This design comes from an exercise in tuning for a short achievable clock period and few clock cycles on the open sky130 flow, not from production work. In this exercise RTL edits were held to simulation tests only and were not proved equivalent to the original. Power figures rest on the tool's default switching activity, not on a simulated workload.

Setup of the previous run:
==> flow/design.v <==
module mips(input  logic        clk, reset,
            output logic [31:0] pc,
            input  logic [31:0] instr,
            output logic        memwrite,
            output logic [31:0] aluout, writedata,
            input  logic [31:0] readdata);
  localparam logic [5:0] OP_R    = 6'b000000;
  localparam logic [5:0] OP_J    = 6'b000010;
  localparam logic [5:0] OP_BEQ  = 6'b000100;
  localparam logic [5:0] OP_BGTZ = 6'b000111;
  localparam logic [5:0] OP_ADDI = 6'b001000;
  localparam logic [5:0] OP_ANDI = 6'b001100;
  localparam logic [5:0] OP_XORI = 6'b001110;
  localparam logic [5:0] OP_LH   = 6'b100001;
  localparam logic [5:0] OP_LW   = 6'b100011;
  localparam logic [5:0] OP_LHU  = 6'b100100;
  localparam logic [5:0] OP_SW   = 6'b101011;
  logic [31:0] pcF;
  logic        validD, predD;
  logic [31:0] irD, pc4D;
  logic        validE;
  logic        regwE, memwE, loadE, brEqE, brGtE, jrE, predE;
  logic        selAdd, selAnd, selOr, selXor, selSlt, selSrl, subE;
  logic [1:0]  ldtE;
  logic [4:0]  destE, shamtE;
  logic [31:0] opAE, opBE, sdE, altE;
  logic        regwM, memwM;
  logic [1:0]  ldtM;      
  logic [4:0]  destM;
  logic [31:0] aluM, sdM;
  logic [31:0] rf [1:31];
  logic [31:0] resultM;
  always_comb
    case (ldtM)
      2'd1:    resultM = readdata;
      2'd2:    resultM = {{16{readdata[15]}}, readdata[15:0]};
      2'd3:    resultM = {24'b0, readdata[7:0]};
      default: resultM = aluM;
    endcase
  always_ff @(posedge clk)
    if (regwM) rf[destM] <= resultM;
  assign aluout    = aluM;
  assign writedata = sdM;
  assign memwrite  = memwM;
  logic [31:0] a, b, sd, sum, alures;
  logic        taken, redirE;
  logic [31:0] tgtE;
  assign a  = opAE;
  assign b  = opBE;
  assign sd = sdE;
  ksadd #(32) u_alu_add(.a(a), .b(b), .cin(subE), .s(sum));
  assign alures = ({32{selAdd}} & sum)
                | ({32{selAnd}} & (a & b))
                | ({32{selOr}}  & (a | b))
                | ({32{selXor}} & (a ^ b))
                | ({32{selSlt}} & {31'b0, sum[31]})
                | ({32{selSrl}} & (b >> shamtE));
  logic [31:0] jrsum;
  logic        a_gt_b, a_gt_b_n;
  ksadd #(32) u_jr_add(.a(a), .b(b), .cin(1'b0), .s(jrsum));
  kscarry #(32) u_gt(.a(b), .b(~a), .cin(1'b1), .cout(a_gt_b_n));
  assign a_gt_b = ~a_gt_b_n;
  assign taken  = (brEqE & (a == b)) | (brGtE & a_gt_b);
  assign redirE = validE & (jrE | ((brEqE | brGtE) & (taken != predE)));
  assign tgtE   = jrE ? jrsum : altE;
  logic [5:0]  opD, fnD;
  logic [4:0]  rsD, rtD, rdD, destD;
  logic [31:0] seD, zeD, rsv, rtv;
  logic        isR, isJR, isLoad, isSW, isBEQ, isBGTZ, isADDI, isANDI, isXORI;
  logic        useRt, regwD, stall;
  assign opD = irD[31:26];
  assign fnD = irD[5:0];
  assign rsD = irD[25:21];
  assign rtD = irD[20:16];
  assign rdD = irD[15:11];
  assign seD = {{16{irD[15]}}, irD[15:0]};
  assign zeD = {16'b0, irD[15:0]};
  assign isR    = (opD == OP_R);
  assign isJR   = isR & (fnD == 6'b001000);
  assign isLoad = (opD == OP_LW) | (opD == OP_LH) | (opD == OP_LHU);
  assign isSW   = (opD == OP_SW);
  assign isBEQ  = (opD == OP_BEQ);
  assign isBGTZ = (opD == OP_BGTZ);
  assign isADDI = (opD == OP_ADDI);
  assign isANDI = (opD == OP_ANDI);
  assign isXORI = (opD == OP_XORI);
  assign useRt = isR | isBEQ | isBGTZ | isSW;
  logic invD;
  assign invD = isR & ((fnD == 6'b100010) | (fnD == 6'b101010));
  assign destD = isR ? rdD : rtD;
  assign regwD = ((isR & ~isJR) | isLoad | isADDI | isANDI | isXORI) & (destD != 5'd0);
  assign rsv = (rsD == 5'd0) ? 32'b0 : (regwM & (destM == rsD)) ? resultM : rf[rsD];
  assign rtv = (rtD == 5'd0) ? 32'b0 : (regwM & (destM == rtD)) ? resultM : rf[rtD];
  logic hitA, hitB;
  logic matchA, matchB;
  assign matchA = validE & regwE & (destE == rsD);
  assign matchB = validE & regwE & (destE == rtD);
  assign hitA   = matchA & ~loadE;
  assign hitB   = matchB & ~loadE;
  assign stall = validD & loadE & ((matchA & (opD != OP_J)) | (useRt & matchB));
  logic [31:0] brtgtD;
  ksadd #(30) u_brtgt(.a(pc4D[31:2]), .b(seD[29:0]), .cin(1'b0), .s(brtgtD[31:2]));
  assign brtgtD[1:0] = pc4D[1:0];
  logic [31:0] pc4F, jtgtF, btgtF;
  logic [5:0]  opF;
  logic        isJF, predF;
  assign opF   = instr[31:26];
  logic [29:0] pcinc;
  ksinc #(30) u_pcinc(.a(pcF[31:2]), .s(pcinc));
  assign pc4F = {pcinc, pcF[1:0]};
  assign isJF  = (opF == OP_J);
  logic shortF;
  assign shortF = (instr[15:7] == 9'h000) | (instr[15:7] == 9'h1FF);
  assign predF = shortF &
                 (((opF == OP_BEQ)  & ((instr[25:21] == instr[20:16]) | instr[15])) |
                  ((opF == OP_BGTZ) & ((instr[20:16] == 5'd0) | instr[15])));
  assign jtgtF = {pc4F[31:28], instr[25:0], 2'b00};
  logic [7:0]  btlo;
  logic        btc;
  logic [21:0] bhi, bhim, bhip;
  ksadd_co #(8) u_btlo(.a(pcF[9:2]), .b(instr[7:0]), .cin(1'b1), .s(btlo), .cout(btc));
  ksinc #(22) u_bhip(.a(pcF[31:10]), .s(bhip));
  ksdec #(22) u_bhim(.a(pcF[31:10]), .s(bhim));
  assign bhi = (btc == instr[7]) ? pcF[31:10] : (btc ? bhip : bhim);
  assign btgtF = {bhi, btlo, pcF[1:0]};
  assign pc = pcF;
  always_ff @(posedge clk, posedge reset)
    if (reset)       pcF <= 32'b0;
    else if (redirE) pcF <= tgtE;
    else if (stall)  pcF <= pcF;
    else if (isJF)   pcF <= jtgtF;
    else if (predF)  pcF <= btgtF;
    else             pcF <= pc4F;
  always_ff @(posedge clk, posedge reset)
    if (reset)       validD <= 1'b0;
    else if (redirE) validD <= 1'b0;
    else if (!stall) validD <= 1'b1;
  always_ff @(posedge clk)
    if (!stall) begin
      irD   <= instr;
      pc4D  <= pc4F;
      predD <= predF;
    end
  logic killE;
  assign killE = redirE | stall | ~validD;
  always_ff @(posedge clk, posedge reset)
    if (reset) validE <= 1'b0;
    else       validE <= ~killE;
  always_ff @(posedge clk) begin
    regwE  <= regwD;
    memwE  <= isSW;
    loadE  <= isLoad;
    brEqE  <= isBEQ;
    brGtE  <= isBGTZ;
    jrE    <= isJR;
    predE  <= predD;
    ldtE   <= (opD == OP_LW) ? 2'd1 : (opD == OP_LH) ? 2'd2 : (opD == OP_LHU) ? 2'd3 : 2'd0;
    destE  <= destD;
    shamtE <= irD[10:6];
    subE   <= invD;
    selAdd <= isLoad | isSW | isADDI | (isR & ((fnD == 6'b100000) | (fnD == 6'b100010)));
    selAnd <= isANDI | (isR & (fnD == 6'b100100));
    selOr  <= isR & (fnD == 6'b100101);
    selXor <= isXORI;
    selSlt <= isR & (fnD == 6'b101010);
    selSrl <= isR & (fnD == 6'b000010);
    opAE   <= hitA ? alures : rsv;
    opBE   <= (isLoad | isSW | isADDI) ? seD : (isANDI | isXORI) ? zeD :
              {32{invD}} ^ (hitB ? alures : rtv);
    sdE    <= hitB ? alures : rtv;
    altE   <= predD ? pc4D : brtgtD;
  end
  always_ff @(posedge clk, posedge reset)
    if (reset) begin
      regwM <= 1'b0;
      memwM <= 1'b0;
    end else begin
      regwM <= validE & regwE;
      memwM <= validE & memwE;
    end
  always_ff @(posedge clk) begin
    ldtM  <= ldtE;
    destM <= destE;
    aluM  <= alures;
    sdM   <= sd;
  end
endmodule
module ksadd #(parameter W = 32)
              (input  logic [W-1:0] a, b,
               input  logic         cin,
               output logic [W-1:0] s);
  logic [W-1:0] c;
  logic         co;
  kscarries #(W) u(.a(a), .b(b), .cin(cin), .c(c), .cout(co));
  assign s = a ^ b ^ c;
endmodule
module ksadd_co #(parameter W = 32)
                 (input  logic [W-1:0] a, b,
                  input  logic         cin,
                  output logic [W-1:0] s,
                  output logic         cout);
  logic [W-1:0] c;
  kscarries #(W) u(.a(a), .b(b), .cin(cin), .c(c), .cout(cout));
  assign s = a ^ b ^ c;
endmodule
module kscarry #(parameter W = 32)
                (input  logic [W-1:0] a, b,
                 input  logic         cin,
                 output logic         cout);
  logic [W-1:0] c;
  kscarries #(W) u(.a(a), .b(b), .cin(cin), .c(c), .cout(cout));
endmodule
module kscarries #(parameter W = 32)
                  (input  logic [W-1:0] a, b,
                   input  logic         cin,
                   output logic [W-1:0] c,
                   output logic         cout);
  localparam int L = (W < 2) ? 1 : (W < 4) ? 2 : (W < 8) ? 3 : (W < 16) ? 4 : (W < 32) ? 5 : 6;
  logic [W:0] g [0:L];
  logic [W:0] p [0:L];
  assign g[0][0] = cin;
  assign p[0][0] = 1'b0;
  assign g[0][W:1] = a & b;
  assign p[0][W:1] = a ^ b;
  for (genvar k = 0; k < L; k++) begin : lvl
    for (genvar i = 0; i <= W; i++) begin : bit_
      if (i >= (1 << k)) begin : m
        assign g[k+1][i] = g[k][i] | (p[k][i] & g[k][i - (1 << k)]);
        assign p[k+1][i] = p[k][i] & p[k][i - (1 << k)];
      end else begin : t
        assign g[k+1][i] = g[k][i];
        assign p[k+1][i] = p[k][i];
      end
    end
  end
  assign c    = g[L][W-1:0];
  assign cout = g[L][W];
endmodule
module ksinc #(parameter W = 30)
              (input  logic [W-1:0] a,
               output logic [W-1:0] s);
  logic [W-1:0] c;
  for (genvar i = 0; i < W; i++) begin : b_
    if (i == 0) begin : z
      assign c[i] = 1'b1;
    end else begin : n
      assign c[i] = &a[i-1:0];
    end
  end
  assign s = a ^ c;
endmodule
module ksdec #(parameter W = 30)
              (input  logic [W-1:0] a,
               output logic [W-1:0] s);
  logic [W-1:0] c;
  for (genvar i = 0; i < W; i++) begin : b_
    if (i == 0) begin : z
      assign c[i] = 1'b1;
    end else begin : n
      assign c[i] = ~|a[i-1:0];
    end
  end
  assign s = a ^ c;
endmodule
export LEC_CHECK = 0
export CAP_MARGIN = 20
export CORE_MARGIN = 2
export CORE_UTILIZATION = 40
export SETUP_SLACK_MARGIN = 5
export SLEW_MARGIN = 20
create_clock -name core_clock -period 9.0 [get_ports {clk}]
standard.sh (not shown) runs the stock make flow with config.mk's settings and CLKGATE_MAP_FILE= SYNTH_SCRIPT=/design/flow/synth_recipe.tcl, a recipe that flattens the netlist after the stock synthesis.
==> flow/flow/run.sh <==
#!/bin/bash
# Standard ORFS layout (the standard.sh) with these changes to how it is
# made (constraints unchanged):
#  - ports are buffered with buf_4 instead of the default delay buffer, and
#    the resizer may change a cell's footprint.
set -euo pipefail
bash standard.sh finish SETUP_SLACK_MARGIN=6.6 MATCH_CELL_FOOTPRINT=0 \
  "BUFFER_PORTS_ARGS=-buffer_cell sky130_fd_sc_hd__buf_4" CTS_CLUSTER_SIZE=20 CTS_CLUSTER_DIAMETER=60 > make_finish.log 2>&1
Testbench counts of the previous run, summed over its fixed seeds: cycles 12,224.
--- input diff the previous run..the current run ---
--- a/flow/design.v
+++ b/flow/design.v
@@ -15,9 +15,9 @@
   localparam logic [5:0] OP_LW   = 6'b100011;
   localparam logic [5:0] OP_LHU  = 6'b100100;
   localparam logic [5:0] OP_SW   = 6'b101011;
   logic [31:0] pcF;
-  logic        validD, predD;
+  logic        validD, predD, fixD;
   logic [31:0] irD, pc4D;
   logic        validE;
   logic        regwE, memwE, loadE, brEqE, brGtE, jrE, predE;
   logic        selAdd, selAnd, selOr, selXor, selSlt, selSrl, subE;
@@ -97,8 +97,10 @@
   assign matchB = validE & regwE & (destE == rtD);
   assign hitA   = matchA & ~loadE;
   assign hitB   = matchB & ~loadE;
   assign stall = validD & loadE & ((matchA & (opD != OP_J)) | (useRt & matchB));
+  logic        redirD;
+  assign redirD = validD & fixD & ~stall;
   logic [31:0] brtgtD;
   ksadd #(30) u_brtgt(.a(pc4D[31:2]), .b(seD[29:0]), .cin(1'b0), .s(brtgtD[31:2]));
   assign brtgtD[1:0] = pc4D[1:0];
   logic [31:0] pc4F, jtgtF, btgtF;
@@ -108,39 +110,35 @@
   logic [29:0] pcinc;
   ksinc #(30) u_pcinc(.a(pcF[31:2]), .s(pcinc));
   assign pc4F = {pcinc, pcF[1:0]};
   assign isJF  = (opF == OP_J);
-  logic shortF;
-  assign shortF = (instr[15:7] == 9'h000) | (instr[15:7] == 9'h1FF);
-  assign predF = shortF &
-                 (((opF == OP_BEQ)  & ((instr[25:21] == instr[20:16]) | instr[15])) |
-                  ((opF == OP_BGTZ) & ((instr[20:16] == 5'd0) | instr[15])));
+  assign predF = ((opF == OP_BEQ)  & ((instr[25:21] == instr[20:16]) | instr[15])) |
+                 ((opF == OP_BGTZ) & ((instr[20:16] == 5'd0) | instr[15]));
   assign jtgtF = {pc4F[31:28], instr[25:0], 2'b00};
   logic [7:0]  btlo;
-  logic        btc;
-  logic [21:0] bhi, bhim, bhip;
+  logic        btc, fixF;
   ksadd_co #(8) u_btlo(.a(pcF[9:2]), .b(instr[7:0]), .cin(1'b1), .s(btlo), .cout(btc));
-  ksinc #(22) u_bhip(.a(pcF[31:10]), .s(bhip));
-  ksdec #(22) u_bhim(.a(pcF[31:10]), .s(bhim));
-  assign bhi = (btc == instr[7]) ? pcF[31:10] : (btc ? bhip : bhim);
-  assign btgtF = {bhi, btlo, pcF[1:0]};
+  assign btgtF = {pcF[31:10], btlo, pcF[1:0]};
+  assign fixF  = (btc != instr[7]) | (instr[15:8] != {8{instr[7]}});
   assign pc = pcF;
   always_ff @(posedge clk, posedge reset)
     if (reset)       pcF <= 32'b0;
     else if (redirE) pcF <= tgtE;
     else if (stall)  pcF <= pcF;
+    else if (redirD) pcF <= brtgtD;
     else if (isJF)   pcF <= jtgtF;
     else if (predF)  pcF <= btgtF;
     else             pcF <= pc4F;
   always_ff @(posedge clk, posedge reset)
     if (reset)       validD <= 1'b0;
     else if (redirE) validD <= 1'b0;
-    else if (!stall) validD <= 1'b1;
+    else if (!stall) validD <= ~redirD;
   always_ff @(posedge clk)
     if (!stall) begin
       irD   <= instr;
       pc4D  <= pc4F;
       predD <= predF;
+      fixD  <= predF & fixF;
     end
   logic killE;
   assign killE = redirE | stall | ~validD;
   always_ff @(posedge clk, posedge reset)
Results
The current run vs the previous run — sequential share of cell area rose 0.58 points.
Looking at via count, the current run sits 2054 lower than the previous run does.
On share of synthesized flip-flops with an asynchronous set or reset, the previous run tracks the current run almost exactly.
Compared with the previous run, total detailed-routing wirelength in the current run decreased by a few percent.
Against the previous run as the reference, the current run delivers a lower non-clock buffer count.
On final design area excluding fillers, the current run does better than the previous run.
On count of flip-flops with a built-in enable after synthesis, the previous run tracks the current run almost exactly.
[the current run] power drawn by the combinational cells rose about 10% relative to the previous run
Testbench counts of the current run, summed over its fixed seeds: cycles 12,233.

==> what the ideal ports hide <==
In the flow no input, the clock included, has a driving cell. The finished layouts below were timed again as built, in two steps. Step 1: set_driving_cell puts a clkbuf_16 on clk and a buf_2 on each other input, an assumption about the parent block. Step 2, shift: input delay + t, output delay - t, t = (earliest + latest rising clock arrival at the registers) / 2. This alone moves slack from input paths to output paths. Slacks: ideal / step 1 / step 2; pairs: ideal / step 1.
run	t (ns)	setup WS [ns]	hold slack, ns
the previous run	0.853	5.456 / 5.458 / 4.605	0.326 / 0.326 / 0.326
the current run	0.839	5.749 / 5.749 / 5.013	0.330 / 0.330 / 0.330
After both steps every run listed still meets setup and hold. For the previous run, which loses most, drivers alone change the setup slack by +0.002 ns; drivers and shift together by -0.851 ns.
